From an optimization exercise on the open Yosys and OpenROAD flow, aimed at small area and a short achievable clock period; shortcuts taken in it are not production practice. In this exercise RTL edits were held to simulation tests only and were not proved equivalent to the original. In this run the design's own scripts or RTL, not TritonCTS, make the clock network. The flow treats the clock pin as an ideal source. Dropping or thinning the clock tree relies on that and would not hold on a real chip. Power is estimated from default activity; no workload was simulated.

**flow/config.mk**
```make
export PLATFORM = sky130hd
export DESIGN_NAME = lightHashDES
export DESIGN_NICKNAME = lightHashDES
export VERILOG_FILES = /design/flow/design.v
export SDC_FILE = /design/flow/constraint.sdc
export NUM_CORES = 4
export LEC_CHECK = 0
export CAP_MARGIN = 20
export CORE_MARGIN = 2
export CORE_UTILIZATION = 40
export SETUP_SLACK_MARGIN = 1.6
export SLEW_MARGIN = 20
export SYNTH_HIERARCHICAL = 1
```
**flow/constraint.sdc**
```tcl
create_clock -name core_clock -period 3.3 [get_ports {clk}]
set_input_delay 0.6600 -clock core_clock [delete_from_list [all_inputs] [get_ports {clk}]]
set_output_delay 0.6600 -clock core_clock [all_outputs]
set_load 0.01 [all_outputs]
```
**flow/design.v**
```verilog
module Sbox5 (
    input  [5:0] in,
    output reg [3:0] out
);
    reg [1:0] row;
    reg [3:0] column;
    always @(*) begin
        row = {in[5], in[0]};
        column = in[4:1];
        case (column)
            4'b0000 : case (row)
                        2'b00 :  out = 4'b0010;
                        2'b01 :  out = 4'b1110;
                        2'b10 :  out = 4'b0100;
                        2'b11 :  out = 4'b1011;
                     endcase
            4'b0001 : case (row)
                        2'b00 :  out = 4'b1100;
                        2'b01 :  out = 4'b1011;
                        2'b10 :  out = 4'b0010;
                        2'b11 :  out = 4'b1000;
                     endcase
            4'b0010 : case (row)
                        2'b00 :  out = 4'b0100;
                        2'b01 :  out = 4'b0010;
                        2'b10 :  out = 4'b0001;
                        2'b11 :  out = 4'b1100;
                     endcase
            4'b0011 : case (row)
                        2'b00 :  out = 4'b0001;
                        2'b01 :  out = 4'b1100;
                        2'b10 :  out = 4'b1011;
                        2'b11 :  out = 4'b0111;
                     endcase
            4'b0100 : case (row)
                        2'b00 :  out = 4'b0111;
                        2'b01 :  out = 4'b0100;
                        2'b10 :  out = 4'b1100;
                        2'b11 :  out = 4'b0001;
                     endcase
            4'b0101 : case (row)
                        2'b00 :  out = 4'b1010;
                        2'b01 :  out = 4'b0111;  
                        2'b10 :  out = 4'b1101;
                        2'b11 :  out = 4'b1110;
                     endcase
            4'b0110 : case (row)
                        2'b00 :  out = 4'b1011;
                        2'b01 :  out = 4'b1101;
                        2'b10 :  out = 4'b0111;
                        2'b11 :  out = 4'b0010;
                     endcase
            4'b0111 : case (row)
                        2'b00 :  out = 4'b0110;
                        2'b01 :  out = 4'b0001;
                        2'b10 :  out = 4'b1000;
                        2'b11 :  out = 4'b1101;
                     endcase
            4'b1000 : case (row)
                        2'b00 :  out = 4'b1000;
                        2'b01 :  out = 4'b0101;
                        2'b10 :  out = 4'b1111;
                        2'b11 :  out = 4'b0110;
                     endcase
            4'b1001 : case (row)
                        2'b00 :  out = 4'b0101;
                        2'b01 :  out = 4'b0000;
                        2'b10 :  out = 4'b1001;
                        2'b11 :  out = 4'b1111;
                     endcase
            4'b1010 : case (row)
                        2'b00 :  out = 4'b0011;
                        2'b01 :  out = 4'b1111;
                        2'b10 :  out = 4'b1100;
                        2'b11 :  out = 4'b0000;
                     endcase
            4'b1011 : case (row)
                        2'b00 :  out = 4'b1111;
                        2'b01 :  out = 4'b1100;
                        2'b10 :  out = 4'b0101;
                        2'b11 :  out = 4'b1001;
                     endcase
            4'b1100 : case (row)
                        2'b00 :  out = 4'b1101;
                        2'b01 :  out = 4'b0011;
                        2'b10 :  out = 4'b0110;
                        2'b11 :  out = 4'b1100;
                     endcase
            4'b1101 : case (row)
                        2'b00 :  out = 4'b0000;
                        2'b01 :  out = 4'b1001;
                        2'b10 :  out = 4'b0011;
                        2'b11 :  out = 4'b0100;
                     endcase
            4'b1110 : case (row)
                        2'b00 :  out = 4'b1110;
                        2'b01 :  out = 4'b1000;
                        2'b10 :  out = 4'b0000;
                        2'b11 :  out = 4'b0101;
                     endcase
            4'b1111 : case (row)
                        2'b00 :  out = 4'b1001;
                        2'b01 :  out = 4'b0110;
                        2'b10 :  out = 4'b1110;
                        2'b11 :  out = 4'b0011;
                     endcase
            default: out = 4'h0;
        endcase
    end
endmodule
module Round (
    input  [3:0]  s_box_out,
    input  [31:0] h_in,
    output reg [31:0] h_out
);
    reg [3:0] h_in_n [0:7];
    reg [3:0] h_out_n [0:7];
    integer i;
    reg [3:0] temp;
    reg [1:0] rot;  
    always @(*) begin
        h_in_n[7] = h_in[31:28];
        h_in_n[6] = h_in[27:24];
        h_in_n[5] = h_in[23:20];
        h_in_n[4] = h_in[19:16];
        h_in_n[3] = h_in[15:12];
        h_in_n[2] = h_in[11:8];
        h_in_n[1] = h_in[7:4];
        h_in_n[0] = h_in[3:0];
        for (i = 0; i < 8; i = i + 1) begin
            temp = h_in_n[(i + 2) % 8] ^ s_box_out;
            rot = (i/2);  
            if (rot == 0)
                h_out_n[i] = temp & 4'hF;
            else
                h_out_n[i] = ( ((temp << rot) | (temp >> (4 - rot))) & 4'hF );
        end
        h_out = {h_out_n[7], h_out_n[6], h_out_n[5], h_out_n[4],
                 h_out_n[3], h_out_n[2], h_out_n[1], h_out_n[0]};
    end
endmodule
module HashIteration (
    input  [7:0] M,
    output reg   a,
    output reg   b,
    output reg   c       
);
    wire [5:0] x = {M[5], M[7] ^ M[2], M[3], M[0], M[4] ^ M[1], M[6]};
    always @(*) begin
        case (x)
            6'd0 : {a, b, c} = 3'b011;
            6'd1 : {a, b, c} = 3'b101;
            6'd2 : {a, b, c} = 3'b110;
            6'd3 : {a, b, c} = 3'b101;
            6'd4 : {a, b, c} = 3'b101;
            6'd5 : {a, b, c} = 3'b011;
            6'd6 : {a, b, c} = 3'b101;
            6'd7 : {a, b, c} = 3'b110;
            6'd8 : {a, b, c} = 3'b011;
            6'd9 : {a, b, c} = 3'b101;
            6'd10: {a, b, c} = 3'b000;
            6'd11: {a, b, c} = 3'b011;
            6'd12: {a, b, c} = 3'b101;
            6'd13: {a, b, c} = 3'b011;
            6'd14: {a, b, c} = 3'b110;
            6'd15: {a, b, c} = 3'b101;
            6'd16: {a, b, c} = 3'b011;
            6'd17: {a, b, c} = 3'b000;
            6'd18: {a, b, c} = 3'b000;
            6'd19: {a, b, c} = 3'b000;
            6'd20: {a, b, c} = 3'b110;
            6'd21: {a, b, c} = 3'b000;
            6'd22: {a, b, c} = 3'b000;
            6'd23: {a, b, c} = 3'b110;
            6'd24: {a, b, c} = 3'b011;
            6'd25: {a, b, c} = 3'b110;
            6'd26: {a, b, c} = 3'b000;
            6'd27: {a, b, c} = 3'b110;
            6'd28: {a, b, c} = 3'b101;
            6'd29: {a, b, c} = 3'b011;
            6'd30: {a, b, c} = 3'b110;
            6'd31: {a, b, c} = 3'b110;
            6'd32: {a, b, c} = 3'b101;
            6'd33: {a, b, c} = 3'b101;
            6'd34: {a, b, c} = 3'b011;
            6'd35: {a, b, c} = 3'b011;
            6'd36: {a, b, c} = 3'b101;
            6'd37: {a, b, c} = 3'b110;
            6'd38: {a, b, c} = 3'b101;
            6'd39: {a, b, c} = 3'b011;
            6'd40: {a, b, c} = 3'b110;
            6'd41: {a, b, c} = 3'b101;
            6'd42: {a, b, c} = 3'b011;
            6'd43: {a, b, c} = 3'b101;
            6'd44: {a, b, c} = 3'b011;
            6'd45: {a, b, c} = 3'b011;
            6'd46: {a, b, c} = 3'b011;
            6'd47: {a, b, c} = 3'b011;
            6'd48: {a, b, c} = 3'b000;
            6'd49: {a, b, c} = 3'b110;
            6'd50: {a, b, c} = 3'b110;
            6'd51: {a, b, c} = 3'b000;
            6'd52: {a, b, c} = 3'b110;
            6'd53: {a, b, c} = 3'b000;
            6'd54: {a, b, c} = 3'b000;
            6'd55: {a, b, c} = 3'b110;
            6'd56: {a, b, c} = 3'b110;
            6'd57: {a, b, c} = 3'b110;
            6'd58: {a, b, c} = 3'b110;
            6'd59: {a, b, c} = 3'b101;
            6'd60: {a, b, c} = 3'b000;
            6'd61: {a, b, c} = 3'b000;
            6'd62: {a, b, c} = 3'b101;
            6'd63: {a, b, c} = 3'b110;
            default: {a, b, c} = 3'b000;
        endcase
    end
endmodule
module cz_inv  (input a, output y);       assign y = ~a;           endmodule
module cz_nor2 (input a, b, output y);    assign y = ~(a | b);     endmodule
module cz_nand2(input a, b, output y);    assign y = ~(a & b);     endmodule
module cz_nor3 (input a, b, c, output y); assign y = ~(a | b | c); endmodule
module cz_bit0(input c, l, s, output d);    assign d = s ? l : ~c;        endmodule
module cz_bitp(input c, t, l, s, output d); assign d = s ? l : (c ^ t);   endmodule
module cz_bitn(input c, t, l, s, output d); assign d = s ? l : ~(c ^ t);  endmodule   
module lightHashDES(
    input              clk,
    input              M_valid,
    input              rst_n,
    input      [7:0]   M,
    input     [63:0]   input_length,
    output reg         hash_ready,
    output     [31:0]  digest
);
    reg        busy;
    reg [63:0] counter;
    reg        a_t, b_t, c_t;  
    reg  [6:0] f;              
    wire [63:0] counter_d;
    wire start = !busy && M_valid;
    wire z1;
    wire z2;
    wire z3;
    wire z4;
    wire z5;
    wire z6;
    wire z7;
    wire z8;
    wire z9;
    wire z10;
    wire z11;
    wire z12;
    wire z13;
    wire z14;
    wire z15;
    wire z16;
    wire z17;
    wire z18;
    wire z19;
    wire z20;
    wire z21;
    wire z22;
    wire z23;
    wire z24;
    wire z25;
    wire z26;
    wire z27;
    wire z28;
    wire z29;
    wire z30;
    wire z31;
    wire z32;
    wire z33;
    wire z34;
    wire z35;
    wire z36;
    wire z37;
    wire z38;
    wire z39;
    wire z40;
    wire z41;
    wire z42;
    wire z43;
    wire z44;
    wire z45;
    wire z46;
    wire z47;
    wire z48;
    wire z49;
    wire z50;
    wire z51;
    wire z52;
    wire z53;
    wire z54;
    wire z55;
    wire z56;
    wire z57;
    wire z58;
    wire z59;
    wire z60;
    wire z61;
    wire z62;
    wire z63;
    wire zi64;
    wire z65;
    wire z66;
    wire z67;
    wire z68;
    wire z69;
    wire z70;
    wire z71;
    wire z72;
    wire z73;
    wire z74;
    wire z75;
    wire z76;
    wire z77;
    wire z78;
    wire z79;
    wire zi80;
    wire z81;
    wire z82;
    wire z83;
    wire z84;
    wire z85;
    wire z86;
    wire z87;
    wire z88;
    wire z89;
    wire z90;
    wire z91;
    wire z92;
    wire z93;
    wire zi94;
    wire z95;
    wire zi96;
    wire z97;
    wire z98;
    wire z99;
    wire z100;
    wire z101;
    wire z102;
    wire zi103;
    wire z104;
    wire zg105;
    wire zi106;
    wire z107;
    wire zi108;
    wire z109;
    wire z110;
    wire zg111;
    wire z112;
    wire z113;
    wire zi114;
    wire z115;
    wire zg116;
    wire zi117;
    wire z118;
    wire z119;
    wire zi120;
    wire z121;
    wire zg122;
    wire zi123;
    wire z124;
    wire zi125;
    wire z126;
    wire z127;
    wire zg128;
    wire z129;
    wire zi130;
    wire z131;
    wire z132;
    wire zg133;
    wire z134;
    wire zi135;
    wire z136;
    wire z137;
    wire zg138;
    wire z139;
    wire zi140;
    wire z141;
    wire z142;
    wire zg143;
    wire z144;
    wire z145;
    wire zi146;
    wire z147;
    wire zg148;
    wire zi149;
    wire z150;
    wire z151;
    wire zi152;
    wire z153;
    wire zg154;
    wire zi155;
    wire z156;
    wire z157;
    wire zi158;
    wire z159;
    wire zg160;
    wire zi161;
    wire z162;
    wire z163;
    wire zi164;
    wire z165;
    wire zg166;
    wire zi167;
    wire z168;
    wire z169;
    wire zi170;
    wire z171;
    wire zg172;
    wire zi173;
    wire z174;
    wire z175;
    wire zi176;
    wire z177;
    wire zg178;
    wire zi179;
    wire z180;
    wire z181;
    wire zi182;
    wire z183;
    wire zg184;
    wire zi185;
    wire z186;
    wire zg187;
    wire z188;
    wire z189;
    wire z190;
    wire z191;
    wire z192;
    wire z193;
    wire z194;
    wire z195;
    wire z196;
    wire z197;
    wire zi198;
    wire z199;
    wire z200;
    wire z201;
    wire z202;
    cz_nor2  u_z1 (.a(counter[0]), .b(counter[1]), .y(z1));
    cz_nor2  u_z2 (.a(counter[2]), .b(counter[3]), .y(z2));
    cz_nor2  u_z3 (.a(counter[4]), .b(counter[5]), .y(z3));
    cz_nor2  u_z4 (.a(counter[6]), .b(counter[7]), .y(z4));
    cz_nor2  u_z5 (.a(counter[8]), .b(counter[9]), .y(z5));
    cz_nor2  u_z6 (.a(counter[10]), .b(counter[11]), .y(z6));
    cz_nor2  u_z7 (.a(counter[12]), .b(counter[13]), .y(z7));
    cz_nor2  u_z8 (.a(counter[14]), .b(counter[15]), .y(z8));
    cz_nor2  u_z9 (.a(counter[16]), .b(counter[17]), .y(z9));
    cz_nor2  u_z10 (.a(counter[18]), .b(counter[19]), .y(z10));
    cz_nor2  u_z11 (.a(counter[20]), .b(counter[21]), .y(z11));
    cz_nor2  u_z12 (.a(counter[22]), .b(counter[23]), .y(z12));
    cz_nor2  u_z13 (.a(counter[24]), .b(counter[25]), .y(z13));
    cz_nor2  u_z14 (.a(counter[26]), .b(counter[27]), .y(z14));
    cz_nor2  u_z15 (.a(counter[28]), .b(counter[29]), .y(z15));
    cz_nor2  u_z16 (.a(counter[30]), .b(counter[31]), .y(z16));
    cz_nor2  u_z17 (.a(counter[32]), .b(counter[33]), .y(z17));
    cz_nor2  u_z18 (.a(counter[34]), .b(counter[35]), .y(z18));
    cz_nor2  u_z19 (.a(counter[36]), .b(counter[37]), .y(z19));
    cz_nor2  u_z20 (.a(counter[38]), .b(counter[39]), .y(z20));
    cz_nor2  u_z21 (.a(counter[40]), .b(counter[41]), .y(z21));
    cz_nor2  u_z22 (.a(counter[42]), .b(counter[43]), .y(z22));
    cz_nor2  u_z23 (.a(counter[44]), .b(counter[45]), .y(z23));
    cz_nor2  u_z24 (.a(counter[46]), .b(counter[47]), .y(z24));
    cz_nor2  u_z25 (.a(counter[48]), .b(counter[49]), .y(z25));
    cz_nor2  u_z26 (.a(counter[50]), .b(counter[51]), .y(z26));
    cz_nor2  u_z27 (.a(counter[52]), .b(counter[53]), .y(z27));
    cz_nor2  u_z28 (.a(counter[54]), .b(counter[55]), .y(z28));
    cz_nor2  u_z29 (.a(counter[56]), .b(counter[57]), .y(z29));
    cz_nor2  u_z30 (.a(counter[58]), .b(counter[59]), .y(z30));
    cz_nor2  u_z31 (.a(counter[60]), .b(counter[61]), .y(z31));
    cz_nor2  u_z32 (.a(counter[62]), .b(counter[63]), .y(z32));
    cz_nand2 u_z33 (.a(z1), .b(z2), .y(z33));
    cz_nand2 u_z34 (.a(z3), .b(z4), .y(z34));
    cz_nand2 u_z35 (.a(z5), .b(z6), .y(z35));
    cz_nand2 u_z36 (.a(z7), .b(z8), .y(z36));
    cz_nand2 u_z37 (.a(z9), .b(z10), .y(z37));
    cz_nand2 u_z38 (.a(z11), .b(z12), .y(z38));
    cz_nand2 u_z39 (.a(z13), .b(z14), .y(z39));
    cz_nand2 u_z40 (.a(z15), .b(z16), .y(z40));
    cz_nand2 u_z41 (.a(z17), .b(z18), .y(z41));
    cz_nand2 u_z42 (.a(z19), .b(z20), .y(z42));
    cz_nand2 u_z43 (.a(z21), .b(z22), .y(z43));
    cz_nand2 u_z44 (.a(z23), .b(z24), .y(z44));
    cz_nand2 u_z45 (.a(z25), .b(z26), .y(z45));
    cz_nand2 u_z46 (.a(z27), .b(z28), .y(z46));
    cz_nand2 u_z47 (.a(z29), .b(z30), .y(z47));
    cz_nand2 u_z48 (.a(z31), .b(z32), .y(z48));
    cz_nor2  u_z49 (.a(z34), .b(z33), .y(z49));
    cz_nor2  u_z50 (.a(z35), .b(z34), .y(z50));
    cz_nor2  u_z51 (.a(z36), .b(z35), .y(z51));
    cz_nor2  u_z52 (.a(z37), .b(z36), .y(z52));
    cz_nor2  u_z53 (.a(z38), .b(z37), .y(z53));
    cz_nor2  u_z54 (.a(z39), .b(z38), .y(z54));
    cz_nor2  u_z55 (.a(z40), .b(z39), .y(z55));
    cz_nor2  u_z56 (.a(z41), .b(z40), .y(z56));
    cz_nor2  u_z57 (.a(z42), .b(z41), .y(z57));
    cz_nor2  u_z58 (.a(z43), .b(z42), .y(z58));
    cz_nor2  u_z59 (.a(z44), .b(z43), .y(z59));
    cz_nor2  u_z60 (.a(z45), .b(z44), .y(z60));
    cz_nor2  u_z61 (.a(z46), .b(z45), .y(z61));
    cz_nor2  u_z62 (.a(z47), .b(z46), .y(z62));
    cz_nor2  u_z63 (.a(z48), .b(z47), .y(z63));
    cz_inv   u_zi64 (.a(z33), .y(zi64));
    cz_nand2 u_z65 (.a(z50), .b(zi64), .y(z65));
    cz_nand2 u_z66 (.a(z51), .b(z49), .y(z66));
    cz_nand2 u_z67 (.a(z52), .b(z50), .y(z67));
    cz_nand2 u_z68 (.a(z53), .b(z51), .y(z68));
    cz_nand2 u_z69 (.a(z54), .b(z52), .y(z69));
    cz_nand2 u_z70 (.a(z55), .b(z53), .y(z70));
    cz_nand2 u_z71 (.a(z56), .b(z54), .y(z71));
    cz_nand2 u_z72 (.a(z57), .b(z55), .y(z72));
    cz_nand2 u_z73 (.a(z58), .b(z56), .y(z73));
    cz_nand2 u_z74 (.a(z59), .b(z57), .y(z74));
    cz_nand2 u_z75 (.a(z60), .b(z58), .y(z75));
    cz_nand2 u_z76 (.a(z61), .b(z59), .y(z76));
    cz_nand2 u_z77 (.a(z62), .b(z60), .y(z77));
    cz_nand2 u_z78 (.a(z63), .b(z61), .y(z78));
    cz_nor2  u_z79 (.a(z67), .b(z33), .y(z79));
    cz_inv   u_zi80 (.a(z49), .y(zi80));
    cz_nor2  u_z81 (.a(z68), .b(zi80), .y(z81));
    cz_nor2  u_z82 (.a(z69), .b(z65), .y(z82));
    cz_nor2  u_z83 (.a(z70), .b(z66), .y(z83));
    cz_nor2  u_z84 (.a(z71), .b(z67), .y(z84));
    cz_nor2  u_z85 (.a(z72), .b(z68), .y(z85));
    cz_nor2  u_z86 (.a(z73), .b(z69), .y(z86));
    cz_nor2  u_z87 (.a(z74), .b(z70), .y(z87));
    cz_nor2  u_z88 (.a(z75), .b(z71), .y(z88));
    cz_nor2  u_z89 (.a(z76), .b(z72), .y(z89));
    cz_nor2  u_z90 (.a(z77), .b(z73), .y(z90));
    cz_nor2  u_z91 (.a(z78), .b(z74), .y(z91));
    cz_nand2 u_z92 (.a(z84), .b(zi64), .y(z92));
    cz_nand2 u_z93 (.a(z85), .b(z49), .y(z93));
    cz_inv   u_zi94 (.a(z65), .y(zi94));
    cz_nand2 u_z95 (.a(z86), .b(zi94), .y(z95));
    cz_inv   u_zi96 (.a(z66), .y(zi96));
    cz_nand2 u_z97 (.a(z87), .b(zi96), .y(z97));
    cz_nand2 u_z98 (.a(z88), .b(z79), .y(z98));
    cz_nand2 u_z99 (.a(z89), .b(z81), .y(z99));
    cz_nand2 u_z100 (.a(z90), .b(z82), .y(z100));
    cz_nand2 u_z101 (.a(z91), .b(z83), .y(z101));
    cz_nor2  u_z102 (.a(z33), .b(counter[4]), .y(z102));
    cz_inv   u_zi103 (.a(z3), .y(zi103));
    cz_nor2  u_z104 (.a(z33), .b(zi103), .y(z104));
    cz_nor3  u_zg105 (.a(counter[4]), .b(counter[5]), .c(counter[6]), .y(zg105));
    cz_inv   u_zi106 (.a(zg105), .y(zi106));
    cz_nor2  u_z107 (.a(z33), .b(zi106), .y(z107));
    cz_inv   u_zi108 (.a(counter[8]), .y(zi108));
    cz_nand2 u_z109 (.a(z49), .b(zi108), .y(z109));
    cz_nand2 u_z110 (.a(z49), .b(z5), .y(z110));
    cz_nor3  u_zg111 (.a(counter[8]), .b(counter[9]), .c(counter[10]), .y(zg111));
    cz_nand2 u_z112 (.a(z49), .b(zg111), .y(z112));
    cz_nor2  u_z113 (.a(z65), .b(counter[12]), .y(z113));
    cz_inv   u_zi114 (.a(z7), .y(zi114));
    cz_nor2  u_z115 (.a(z65), .b(zi114), .y(z115));
    cz_nor3  u_zg116 (.a(counter[12]), .b(counter[13]), .c(counter[14]), .y(zg116));
    cz_inv   u_zi117 (.a(zg116), .y(zi117));
    cz_nor2  u_z118 (.a(z65), .b(zi117), .y(z118));
    cz_nor2  u_z119 (.a(z66), .b(counter[16]), .y(z119));
    cz_inv   u_zi120 (.a(z9), .y(zi120));
    cz_nor2  u_z121 (.a(z66), .b(zi120), .y(z121));
    cz_nor3  u_zg122 (.a(counter[16]), .b(counter[17]), .c(counter[18]), .y(zg122));
    cz_inv   u_zi123 (.a(zg122), .y(zi123));
    cz_nor2  u_z124 (.a(z66), .b(zi123), .y(z124));
    cz_inv   u_zi125 (.a(counter[20]), .y(zi125));
    cz_nand2 u_z126 (.a(z79), .b(zi125), .y(z126));
    cz_nand2 u_z127 (.a(z79), .b(z11), .y(z127));
    cz_nor3  u_zg128 (.a(counter[20]), .b(counter[21]), .c(counter[22]), .y(zg128));
    cz_nand2 u_z129 (.a(z79), .b(zg128), .y(z129));
    cz_inv   u_zi130 (.a(counter[24]), .y(zi130));
    cz_nand2 u_z131 (.a(z81), .b(zi130), .y(z131));
    cz_nand2 u_z132 (.a(z81), .b(z13), .y(z132));
    cz_nor3  u_zg133 (.a(counter[24]), .b(counter[25]), .c(counter[26]), .y(zg133));
    cz_nand2 u_z134 (.a(z81), .b(zg133), .y(z134));
    cz_inv   u_zi135 (.a(counter[28]), .y(zi135));
    cz_nand2 u_z136 (.a(z82), .b(zi135), .y(z136));
    cz_nand2 u_z137 (.a(z82), .b(z15), .y(z137));
    cz_nor3  u_zg138 (.a(counter[28]), .b(counter[29]), .c(counter[30]), .y(zg138));
    cz_nand2 u_z139 (.a(z82), .b(zg138), .y(z139));
    cz_inv   u_zi140 (.a(counter[32]), .y(zi140));
    cz_nand2 u_z141 (.a(z83), .b(zi140), .y(z141));
    cz_nand2 u_z142 (.a(z83), .b(z17), .y(z142));
    cz_nor3  u_zg143 (.a(counter[32]), .b(counter[33]), .c(counter[34]), .y(zg143));
    cz_nand2 u_z144 (.a(z83), .b(zg143), .y(z144));
    cz_nor2  u_z145 (.a(z92), .b(counter[36]), .y(z145));
    cz_inv   u_zi146 (.a(z19), .y(zi146));
    cz_nor2  u_z147 (.a(z92), .b(zi146), .y(z147));
    cz_nor3  u_zg148 (.a(counter[36]), .b(counter[37]), .c(counter[38]), .y(zg148));
    cz_inv   u_zi149 (.a(zg148), .y(zi149));
    cz_nor2  u_z150 (.a(z92), .b(zi149), .y(z150));
    cz_nor2  u_z151 (.a(z93), .b(counter[40]), .y(z151));
    cz_inv   u_zi152 (.a(z21), .y(zi152));
    cz_nor2  u_z153 (.a(z93), .b(zi152), .y(z153));
    cz_nor3  u_zg154 (.a(counter[40]), .b(counter[41]), .c(counter[42]), .y(zg154));
    cz_inv   u_zi155 (.a(zg154), .y(zi155));
    cz_nor2  u_z156 (.a(z93), .b(zi155), .y(z156));
    cz_nor2  u_z157 (.a(z95), .b(counter[44]), .y(z157));
    cz_inv   u_zi158 (.a(z23), .y(zi158));
    cz_nor2  u_z159 (.a(z95), .b(zi158), .y(z159));
    cz_nor3  u_zg160 (.a(counter[44]), .b(counter[45]), .c(counter[46]), .y(zg160));
    cz_inv   u_zi161 (.a(zg160), .y(zi161));
    cz_nor2  u_z162 (.a(z95), .b(zi161), .y(z162));
    cz_nor2  u_z163 (.a(z97), .b(counter[48]), .y(z163));
    cz_inv   u_zi164 (.a(z25), .y(zi164));
    cz_nor2  u_z165 (.a(z97), .b(zi164), .y(z165));
    cz_nor3  u_zg166 (.a(counter[48]), .b(counter[49]), .c(counter[50]), .y(zg166));
    cz_inv   u_zi167 (.a(zg166), .y(zi167));
    cz_nor2  u_z168 (.a(z97), .b(zi167), .y(z168));
    cz_nor2  u_z169 (.a(z98), .b(counter[52]), .y(z169));
    cz_inv   u_zi170 (.a(z27), .y(zi170));
    cz_nor2  u_z171 (.a(z98), .b(zi170), .y(z171));
    cz_nor3  u_zg172 (.a(counter[52]), .b(counter[53]), .c(counter[54]), .y(zg172));
    cz_inv   u_zi173 (.a(zg172), .y(zi173));
    cz_nor2  u_z174 (.a(z98), .b(zi173), .y(z174));
    cz_nor2  u_z175 (.a(z99), .b(counter[56]), .y(z175));
    cz_inv   u_zi176 (.a(z29), .y(zi176));
    cz_nor2  u_z177 (.a(z99), .b(zi176), .y(z177));
    cz_nor3  u_zg178 (.a(counter[56]), .b(counter[57]), .c(counter[58]), .y(zg178));
    cz_inv   u_zi179 (.a(zg178), .y(zi179));
    cz_nor2  u_z180 (.a(z99), .b(zi179), .y(z180));
    cz_nor2  u_z181 (.a(z100), .b(counter[60]), .y(z181));
    cz_inv   u_zi182 (.a(z31), .y(zi182));
    cz_nor2  u_z183 (.a(z100), .b(zi182), .y(z183));
    cz_nor3  u_zg184 (.a(counter[60]), .b(counter[61]), .c(counter[62]), .y(zg184));
    cz_inv   u_zi185 (.a(zg184), .y(zi185));
    cz_nor2  u_z186 (.a(z100), .b(zi185), .y(z186));
    cz_nor3  u_zg187 (.a(counter[0]), .b(counter[1]), .c(counter[2]), .y(zg187));
    cz_nor2  u_z188 (.a(z34), .b(z35), .y(z188));
    cz_nor2  u_z189 (.a(z36), .b(z37), .y(z189));
    cz_nor2  u_z190 (.a(z38), .b(z39), .y(z190));
    cz_nor2  u_z191 (.a(z40), .b(z41), .y(z191));
    cz_nor2  u_z192 (.a(z42), .b(z43), .y(z192));
    cz_nor2  u_z193 (.a(z44), .b(z45), .y(z193));
    cz_nor2  u_z194 (.a(z46), .b(z47), .y(z194));
    cz_nand2 u_z195 (.a(z188), .b(z189), .y(z195));
    cz_nand2 u_z196 (.a(z190), .b(z191), .y(z196));
    cz_nand2 u_z197 (.a(z192), .b(z193), .y(z197));
    cz_inv   u_zi198 (.a(z48), .y(zi198));
    cz_nand2 u_z199 (.a(z194), .b(zi198), .y(z199));
    cz_nor2  u_z200 (.a(z195), .b(z196), .y(z200));
    cz_nor2  u_z201 (.a(z197), .b(z199), .y(z201));
    cz_nand2 u_z202 (.a(z200), .b(z201), .y(z202));
    cz_bit0 u_b0 (.c(counter[0]), .l(input_length[0]), .s(start), .d(counter_d[0]));
    cz_bitn u_b1 (.c(counter[1]), .t(counter[0]), .l(input_length[1]), .s(start), .d(counter_d[1]));
    cz_bitp u_b2 (.c(counter[2]), .t(z1), .l(input_length[2]), .s(start), .d(counter_d[2]));
    cz_bitp u_b3 (.c(counter[3]), .t(zg187), .l(input_length[3]), .s(start), .d(counter_d[3]));
    cz_bitn u_b4 (.c(counter[4]), .t(z33), .l(input_length[4]), .s(start), .d(counter_d[4]));
    cz_bitp u_b5 (.c(counter[5]), .t(z102), .l(input_length[5]), .s(start), .d(counter_d[5]));
    cz_bitp u_b6 (.c(counter[6]), .t(z104), .l(input_length[6]), .s(start), .d(counter_d[6]));
    cz_bitp u_b7 (.c(counter[7]), .t(z107), .l(input_length[7]), .s(start), .d(counter_d[7]));
    cz_bitp u_b8 (.c(counter[8]), .t(z49), .l(input_length[8]), .s(start), .d(counter_d[8]));
    cz_bitn u_b9 (.c(counter[9]), .t(z109), .l(input_length[9]), .s(start), .d(counter_d[9]));
    cz_bitn u_b10 (.c(counter[10]), .t(z110), .l(input_length[10]), .s(start), .d(counter_d[10]));
    cz_bitn u_b11 (.c(counter[11]), .t(z112), .l(input_length[11]), .s(start), .d(counter_d[11]));
    cz_bitn u_b12 (.c(counter[12]), .t(z65), .l(input_length[12]), .s(start), .d(counter_d[12]));
    cz_bitp u_b13 (.c(counter[13]), .t(z113), .l(input_length[13]), .s(start), .d(counter_d[13]));
    cz_bitp u_b14 (.c(counter[14]), .t(z115), .l(input_length[14]), .s(start), .d(counter_d[14]));
    cz_bitp u_b15 (.c(counter[15]), .t(z118), .l(input_length[15]), .s(start), .d(counter_d[15]));
    cz_bitn u_b16 (.c(counter[16]), .t(z66), .l(input_length[16]), .s(start), .d(counter_d[16]));
    cz_bitp u_b17 (.c(counter[17]), .t(z119), .l(input_length[17]), .s(start), .d(counter_d[17]));
    cz_bitp u_b18 (.c(counter[18]), .t(z121), .l(input_length[18]), .s(start), .d(counter_d[18]));
    cz_bitp u_b19 (.c(counter[19]), .t(z124), .l(input_length[19]), .s(start), .d(counter_d[19]));
    cz_bitp u_b20 (.c(counter[20]), .t(z79), .l(input_length[20]), .s(start), .d(counter_d[20]));
    cz_bitn u_b21 (.c(counter[21]), .t(z126), .l(input_length[21]), .s(start), .d(counter_d[21]));
    cz_bitn u_b22 (.c(counter[22]), .t(z127), .l(input_length[22]), .s(start), .d(counter_d[22]));
    cz_bitn u_b23 (.c(counter[23]), .t(z129), .l(input_length[23]), .s(start), .d(counter_d[23]));
    cz_bitp u_b24 (.c(counter[24]), .t(z81), .l(input_length[24]), .s(start), .d(counter_d[24]));
    cz_bitn u_b25 (.c(counter[25]), .t(z131), .l(input_length[25]), .s(start), .d(counter_d[25]));
    cz_bitn u_b26 (.c(counter[26]), .t(z132), .l(input_length[26]), .s(start), .d(counter_d[26]));
    cz_bitn u_b27 (.c(counter[27]), .t(z134), .l(input_length[27]), .s(start), .d(counter_d[27]));
    cz_bitp u_b28 (.c(counter[28]), .t(z82), .l(input_length[28]), .s(start), .d(counter_d[28]));
    cz_bitn u_b29 (.c(counter[29]), .t(z136), .l(input_length[29]), .s(start), .d(counter_d[29]));
    cz_bitn u_b30 (.c(counter[30]), .t(z137), .l(input_length[30]), .s(start), .d(counter_d[30]));
    cz_bitn u_b31 (.c(counter[31]), .t(z139), .l(input_length[31]), .s(start), .d(counter_d[31]));
    cz_bitp u_b32 (.c(counter[32]), .t(z83), .l(input_length[32]), .s(start), .d(counter_d[32]));
    cz_bitn u_b33 (.c(counter[33]), .t(z141), .l(input_length[33]), .s(start), .d(counter_d[33]));
    cz_bitn u_b34 (.c(counter[34]), .t(z142), .l(input_length[34]), .s(start), .d(counter_d[34]));
    cz_bitn u_b35 (.c(counter[35]), .t(z144), .l(input_length[35]), .s(start), .d(counter_d[35]));
    cz_bitn u_b36 (.c(counter[36]), .t(z92), .l(input_length[36]), .s(start), .d(counter_d[36]));
    cz_bitp u_b37 (.c(counter[37]), .t(z145), .l(input_length[37]), .s(start), .d(counter_d[37]));
    cz_bitp u_b38 (.c(counter[38]), .t(z147), .l(input_length[38]), .s(start), .d(counter_d[38]));
    cz_bitp u_b39 (.c(counter[39]), .t(z150), .l(input_length[39]), .s(start), .d(counter_d[39]));
    cz_bitn u_b40 (.c(counter[40]), .t(z93), .l(input_length[40]), .s(start), .d(counter_d[40]));
    cz_bitp u_b41 (.c(counter[41]), .t(z151), .l(input_length[41]), .s(start), .d(counter_d[41]));
    cz_bitp u_b42 (.c(counter[42]), .t(z153), .l(input_length[42]), .s(start), .d(counter_d[42]));
    cz_bitp u_b43 (.c(counter[43]), .t(z156), .l(input_length[43]), .s(start), .d(counter_d[43]));
    cz_bitn u_b44 (.c(counter[44]), .t(z95), .l(input_length[44]), .s(start), .d(counter_d[44]));
    cz_bitp u_b45 (.c(counter[45]), .t(z157), .l(input_length[45]), .s(start), .d(counter_d[45]));
    cz_bitp u_b46 (.c(counter[46]), .t(z159), .l(input_length[46]), .s(start), .d(counter_d[46]));
    cz_bitp u_b47 (.c(counter[47]), .t(z162), .l(input_length[47]), .s(start), .d(counter_d[47]));
    cz_bitn u_b48 (.c(counter[48]), .t(z97), .l(input_length[48]), .s(start), .d(counter_d[48]));
    cz_bitp u_b49 (.c(counter[49]), .t(z163), .l(input_length[49]), .s(start), .d(counter_d[49]));
    cz_bitp u_b50 (.c(counter[50]), .t(z165), .l(input_length[50]), .s(start), .d(counter_d[50]));
    cz_bitp u_b51 (.c(counter[51]), .t(z168), .l(input_length[51]), .s(start), .d(counter_d[51]));
    cz_bitn u_b52 (.c(counter[52]), .t(z98), .l(input_length[52]), .s(start), .d(counter_d[52]));
    cz_bitp u_b53 (.c(counter[53]), .t(z169), .l(input_length[53]), .s(start), .d(counter_d[53]));
    cz_bitp u_b54 (.c(counter[54]), .t(z171), .l(input_length[54]), .s(start), .d(counter_d[54]));
    cz_bitp u_b55 (.c(counter[55]), .t(z174), .l(input_length[55]), .s(start), .d(counter_d[55]));
    cz_bitn u_b56 (.c(counter[56]), .t(z99), .l(input_length[56]), .s(start), .d(counter_d[56]));
    cz_bitp u_b57 (.c(counter[57]), .t(z175), .l(input_length[57]), .s(start), .d(counter_d[57]));
    cz_bitp u_b58 (.c(counter[58]), .t(z177), .l(input_length[58]), .s(start), .d(counter_d[58]));
    cz_bitp u_b59 (.c(counter[59]), .t(z180), .l(input_length[59]), .s(start), .d(counter_d[59]));
    cz_bitn u_b60 (.c(counter[60]), .t(z100), .l(input_length[60]), .s(start), .d(counter_d[60]));
    cz_bitp u_b61 (.c(counter[61]), .t(z181), .l(input_length[61]), .s(start), .d(counter_d[61]));
    cz_bitp u_b62 (.c(counter[62]), .t(z183), .l(input_length[62]), .s(start), .d(counter_d[62]));
    cz_bitp u_b63 (.c(counter[63]), .t(z186), .l(input_length[63]), .s(start), .d(counter_d[63]));
    wire one = counter[0] & ~counter[1] & z2 & ~z202;    
    wire a_m, b_m, c_m;
    HashIteration main (.M(M), .a(a_m), .b(b_m), .c(c_m));
    always @(posedge clk or negedge rst_n) begin
        if (!rst_n) begin
            busy       <= 1'b0;
            hash_ready <= 1'b0;
        end else begin
            hash_ready <= busy & one;
            busy       <= busy ? !one : M_valid;
        end
    end
    localparam [6:0] C0 = 7'b111_0111;
    localparam [6:0] CP = 7'b011_1001;
    localparam [6:0] CA = 7'b100_1011;
    localparam [6:0] CB = 7'b001_0111;
    localparam [6:0] CC = CA & CB;            
    localparam [6:0] OA = CA & ~CB;           
    localparam [6:0] OB = CB & ~CA;           
    always @(posedge clk) begin
        counter <= counter_d;
        a_t     <= a_m;
        b_t     <= b_m;
        c_t     <= c_m;
        f       <= start ? C0 : f ^ CP ^ (OA & {7{a_t}}) ^ (OB & {7{b_t}}) ^ (CC & {7{c_t}});
    end
    assign digest = {
        f[2],  f[6],  f[2],  f[6],  ~f[4], f[3],  f[4],  ~f[3],   
        f[5],  f[5],  ~f[5], ~f[5], ~f[5], 1'b0,  f[5],  1'b0,    
        ~f[3], ~f[4], f[3],  f[4],  ~f[3], f[2],  f[3],  f[2],    
        ~f[1], f[0],  ~f[1], ~f[0], f[1],  ~f[0], f[1],  f[0]     
    };
endmodule
```
**flow/flow/run.sh**
```bash
#!/bin/bash
cp standard.sh standard.sh.txt
export BUFFER_PORTS_ARGS="-buffer_cell sky130_fd_sc_hd__buf_1"
export PRE_CTS_TCL=$(pwd)/flow/cts_hook.tcl
bash standard.sh > standard.log 2>&1
```
**flow/flow/cts_hook.tcl**
```tcl
# Clock tree of two levels: the clock port drives one root buffer at the
# centre of the flip-flops, which drives four leaf buffers, each driving
# the flip-flops of one quarter of the placement (split at the median x,
# then each half at its median y). All registers get the same depth (two
# buffers), so the tree is balanced; TritonCTS is then skipped.
set nbuf_cell sky130_fd_sc_hd__clkbuf_16
if {[info exists ::env(LEAF_BUF)]} { set nbuf_cell $::env(LEAF_BUF) }
set root_cell sky130_fd_sc_hd__clkbuf_8
if {[info exists ::env(ROOT_BUF)]} { set root_cell $::env(ROOT_BUF) }
set block [ord::get_db_block]
set db [ord::get_db]
set clknet [$block findNet clk]
set master [$db findMaster $nbuf_cell]

set sinks {}
foreach it [$clknet getITerms] {
  set inst [$it getInst]
  set box [$inst getBBox]
  set x [expr {([$box xMin] + [$box xMax]) / 2}]
  set y [expr {([$box yMin] + [$box yMax]) / 2}]
  lappend sinks [list $it $x $y]
}
puts "manual CTS: [llength $sinks] clock sinks"

proc split_half {lst idx} {
  set s [lsort -integer -index $idx $lst]
  set h [expr {[llength $s] / 2}]
  return [list [lrange $s 0 [expr {$h - 1}]] [lrange $s $h end]]
}
set clusters {}
foreach half [split_half $sinks 1] {
  foreach q [split_half $half 2] {
    lappend clusters $q
  }
}

# root buffer at the centre of all sinks
set sx 0; set sy 0
foreach s $sinks { incr sx [lindex $s 1]; incr sy [lindex $s 2] }
set rx [expr {$sx / [llength $sinks]}]
set ry [expr {$sy / [llength $sinks]}]
set rmaster [$db findMaster $root_cell]
set root [odb::dbInst_create $block $rmaster "cts_root"]
set rnet [odb::dbNet_create $block "clknet_cts_root"]
$rnet setSigType CLOCK
[$root findITerm A] connect $clknet
[$root findITerm X] connect $rnet
$root setLocation [expr {$rx - [$rmaster getWidth] / 2}] [expr {$ry - [$rmaster getHeight] / 2}]
$root setPlacementStatus PLACED

set i 0
foreach cl $clusters {
  set n [llength $cl]
  if {$n == 0} { continue }
  set sx 0; set sy 0
  foreach s $cl { incr sx [lindex $s 1]; incr sy [lindex $s 2] }
  set cx [expr {$sx / $n}]
  set cy [expr {$sy / $n}]
  set inst [odb::dbInst_create $block $master "cts_clkbuf_$i"]
  set net [odb::dbNet_create $block "clknet_cts_$i"]
  $net setSigType CLOCK
  [$inst findITerm A] connect $rnet
  [$inst findITerm X] connect $net
  foreach s $cl {
    set it [lindex $s 0]
    $it disconnect
    $it connect $net
  }
  set w [[$inst getMaster] getWidth]
  set h [[$inst getMaster] getHeight]
  $inst setLocation [expr {$cx - $w / 2}] [expr {$cy - $h / 2}]
  $inst setPlacementStatus PLACED
  puts "manual CTS: cts_clkbuf_$i drives $n sinks at ($cx, $cy)"
  incr i
}
$clknet setSigType CLOCK
global_connect

rename clock_tree_synthesis tritoncts_clock_tree_synthesis
proc clock_tree_synthesis {args} {
  puts "manual CTS: clock tree already built, TritonCTS skipped"
}
```
**flow/standard.sh**
```bash
#!/bin/bash
# synth_recipe.tcl (not shown) runs the flow's synth.tcl, then flattens the netlist and writes it again
# the make line also repeats each setting of config.mk as NAME=value (left out here)
make -C /OpenROAD-flow-scripts/flow DESIGN_CONFIG=/design/flow/config.mk WORK_HOME=/design/flow/orfs CLKGATE_MAP_FILE= SYNTH_SCRIPT=/design/flow/synth_recipe.tcl "${@:-finish}"
```
==> summary.txt <==
Status: timing/DRC/antenna clean
GRT Total Usage: 0.150
Top post-synthesis cells by area: dfxtp_1 (36%), nand2_1 (12%), nor2_1 (9.1%), xnor2_1 (8.8%), o21ai_1 (7.7%)
Setup TNS: 0 ps
DIE WIDTH: 106 um
Die area: 0.0112 mm^2
Area of the multi-input gates: 0.00249 mm^2
Initial antenna violation count: 0
Worst R2R Path Depth: 9
MaxCap Viol Count: 0
Fillers: 1071
Avg Cell Area, Syn: 7.34 um^2
Worst path depth: 9
Number of synthesized flops with an enable pin: 0
Cell family with most CP delay: simple AND/OR/NAND/NOR gates
WP buf/inv: 1
Crit path cell chain: nor2_2, nand2_2, nor2_4, nand2_1, nor2_4, buf_4, nand2_1, xor2_1, o21ai_1
Yosys cell types: 38
Total grt overflow: 0
Gate Count Post-Synth: 567
Ys Warns: 8
Hold Crit Class: primary input to asynchronous set/reset pin
Tmin final: 1650 ps
First-pass GRT wire length: 14600 um
Fmax: 605 MHz
Initial core utilization: 0.407
Cell accounting for the most synthesized area: dfxtp_1
Area occupied by registers: 0.00154 mm^2
DR vias: 3669
GRT busiest layer: met2
Total power: 0.00272 W
Synth cell count leaders: nand2_1 (133), nor2_1 (101), dfxtp_1 (74)
Top-count cell post-synth: nand2_1
Critical Path AT: 1930 ps
RSZ-0062 raised after global routing: true
Pwr Density: 540 mW/mm^2
DP Wirelength: 6340 um
Synth Register Bits: 76
Total I/O pin count: 108
Drt wl/cell: 11.0 um
# rows: 37
Path type of the worst setup path: register to register
Vias in the first global route: 3344
Final Max Slew Viols: 0
Core box area: 0.0102 mm^2
DRT Wirelength: 8860 um
Final hold violations: 0
Area growth from synthesis to layout: 20.8%
Worst vdd ir: 0.000252 V
Skew final: 6.03 ps
Detailed-route DRC error count: 0
Die Ht: 106 um
Layout cells sized above 1: 0.154
Final Cycle Share: 0.501
Synth Cell Area: 0.00416 mm^2
Met3 track demand over resource: 0.0123
Worst EP required: 3570 ps
Leakage power: 1.74 nW
Vias/cell: 4.56
# port buffers: 105
DR pass1 iterations: 4
CP max stage delay: 360 ps
Hold WS: 81.4 ps
Largest net degree at the start of global routing: 97
Grt met2 use: 0.265
Async SR Flop Fraction: 0.0263
First-iteration detailed-routing DRC count: 110
Clock-pin slew on the worst setup and hold paths: 80 ps
Seq/Total Area, Yosys: 0.368
RePlAce Congestion: 0.756
Skew-Pair Late Insertion Delay: 350 ps
CP Launch Type: register
Total Nets Final: 747
CP max FO: 4
CP Capture Type: register
Inserted Diodes: 0
Final setup fails: 0
Prevailing post-synth register cell: dfxtp_1
Antenna Nets Post-Route: 0
Critical-path top delay cell: dfxtp_2
Share of the synthesized area in the top cell type: 0.356
M1 GR Usage: 0.204
## through the flow
| step | worst slack [ps] | std cells | util | cell area [um^2] |
|---|---|---|---|---|
| floorplan | 956 | 568 | - | 4180 |
| global placement | 1150 | 787 | 0.448 | 4590 |
| detailed placement | 1060 | 787 | 0.448 | 4590 |
| CTS | 1480 | 801 | 0.477 | 4880 |
| global route | 1540 | 805 | 0.492 | 5030 |
| finish | 1650 | 805 | 0.492 | 5030 |
## where the power goes
part	total, W	switching [W]	internal [W]
clock network	0.000543	0.000299	0.000245
registers	0.00137	0.000234	0.00114
logic	0.000798	0.000423	0.000375
total	0.00272	0.000956	0.00176
## per-module statistics from Yosys (local to each module, per instance)
module,area [um^2],times used,cells
lightHashDES,1830,1,121
HashIteration,378,1,57
cz_bitn,17.5,26,3
cz_bitp,17.5,37,3
cz_nor3,10.0,16,1
cz_bit0,8.76,1,2
cz_inv,3.75,30,1
cz_nand2,3.75,56,1
cz_nor2,3.75,96,1
## cells in the final DEF, fill, tap and decap left out, types with 18 or more instances in the layout
master   count
o21ai_1     66
inv_1       37
nor2_2      22
xnor2_1     41
dfxtp_1     71
xor2_1      29
buf_1       99
nand2_1    113
nor2_1      73
nand2_2     18
## logic make-up after synthesis
| family | Yosys count | synth area share |
|---|---|---|
| AND/OR/NAND/NOR | 260 | 0.267 |
| flip-flops | 76 | 0.368 |
| other | 1 | 0.000901 |
| adder cells (fa/ha/maj) | 1 | 0.00301 |
| buffers and inverters | 65 | 0.0782 |
| XOR/XNOR | 73 | 0.160 |
| AO/OA/AOI/OAI | 91 | 0.123 |
## layer usage
layer,vias to the layer above,wire (um)
li1,1988,-
met1,1601,4240
met2,69,4110
met3,11,353
met4,0,154
met5,-,0
## path summary, 6_finish.rpt
kind / from / slack, ps / endpoint
min in group core_clock: f[5] / 430 / f[5]
worst max-delay path: counter[8] / 1650 / counter[21]
worst max register to register: counter[8] / 1650 / counter[21]
worst min-delay path: rst_n / 80 / hash_ready
max in group asynchronous: rst_n / 3100 / busy
worst min register to register: f[5] / 430 / f[5]
## state kept, by name, summed over array words and instances, names as in the netlist
signal,count
counter,64
busy,1
f,7
c_t,1
b_t,1
a_t,1
hash_ready,1
## worst reg2reg max path: stages (launching register included)
cell and delay (ps):
dfxtp_2 360, nor2_2 160, nand2_2 120, nor2_4 160, nand2_1 140, nor2_4 160, buf_4 140, nand2_1 60
xor2_1 150, o21ai_1 130
## layout make-up
cell class	count	area share
Sequential cell	76	0.305
Multi-Input combinational cell	427	0.495
Buffer	5	0.0226
Inverter	40	0.0306
Tap cell	136	0.0338
Timing Repair Buffer	121	0.113
## timing repair
item,4_1_cts,5_1_grt
pin swaps,11,8
hold buffers,0,0
setup endpoints to repair,65,35
setup buffers,9,4
gates resized for setup,39,44

static timing again, ports no longer ideal:
Ports are ideal in the flow. The routed layout listed here was re-timed in OpenROAD.
Step 1 (the two cells are an assumption about what drives the block):
set clk [get_ports {clk}]
set_driving_cell -lib_cell sky130_fd_sc_hd__clkbuf_16 $clk
set_driving_cell -lib_cell sky130_fd_sc_hd__buf_2 [delete_from_list [all_inputs] $clk]
Step 2 adds t to the input delays and takes it off the output delays; t is the mean of the earliest and latest rising clock arrival at the registers after step 1. Input paths then give back, and output paths get back, about the clock's delay inside the block.
Slacks: ideal ports / drivers / drivers and shift; pairs: ideal ports / drivers.
t, ns: 0.378
setup WS [ns]: 1.647 / 1.647 / 1.440
latest minus earliest clock arrival (ns): 0.006 / 0.006
worst data-port slew with drivers (ns): 0.06
After both steps this run still meets setup and hold. For this run, drivers alone change the setup slack by 0.000 ns; drivers and shift together by -0.207 ns.
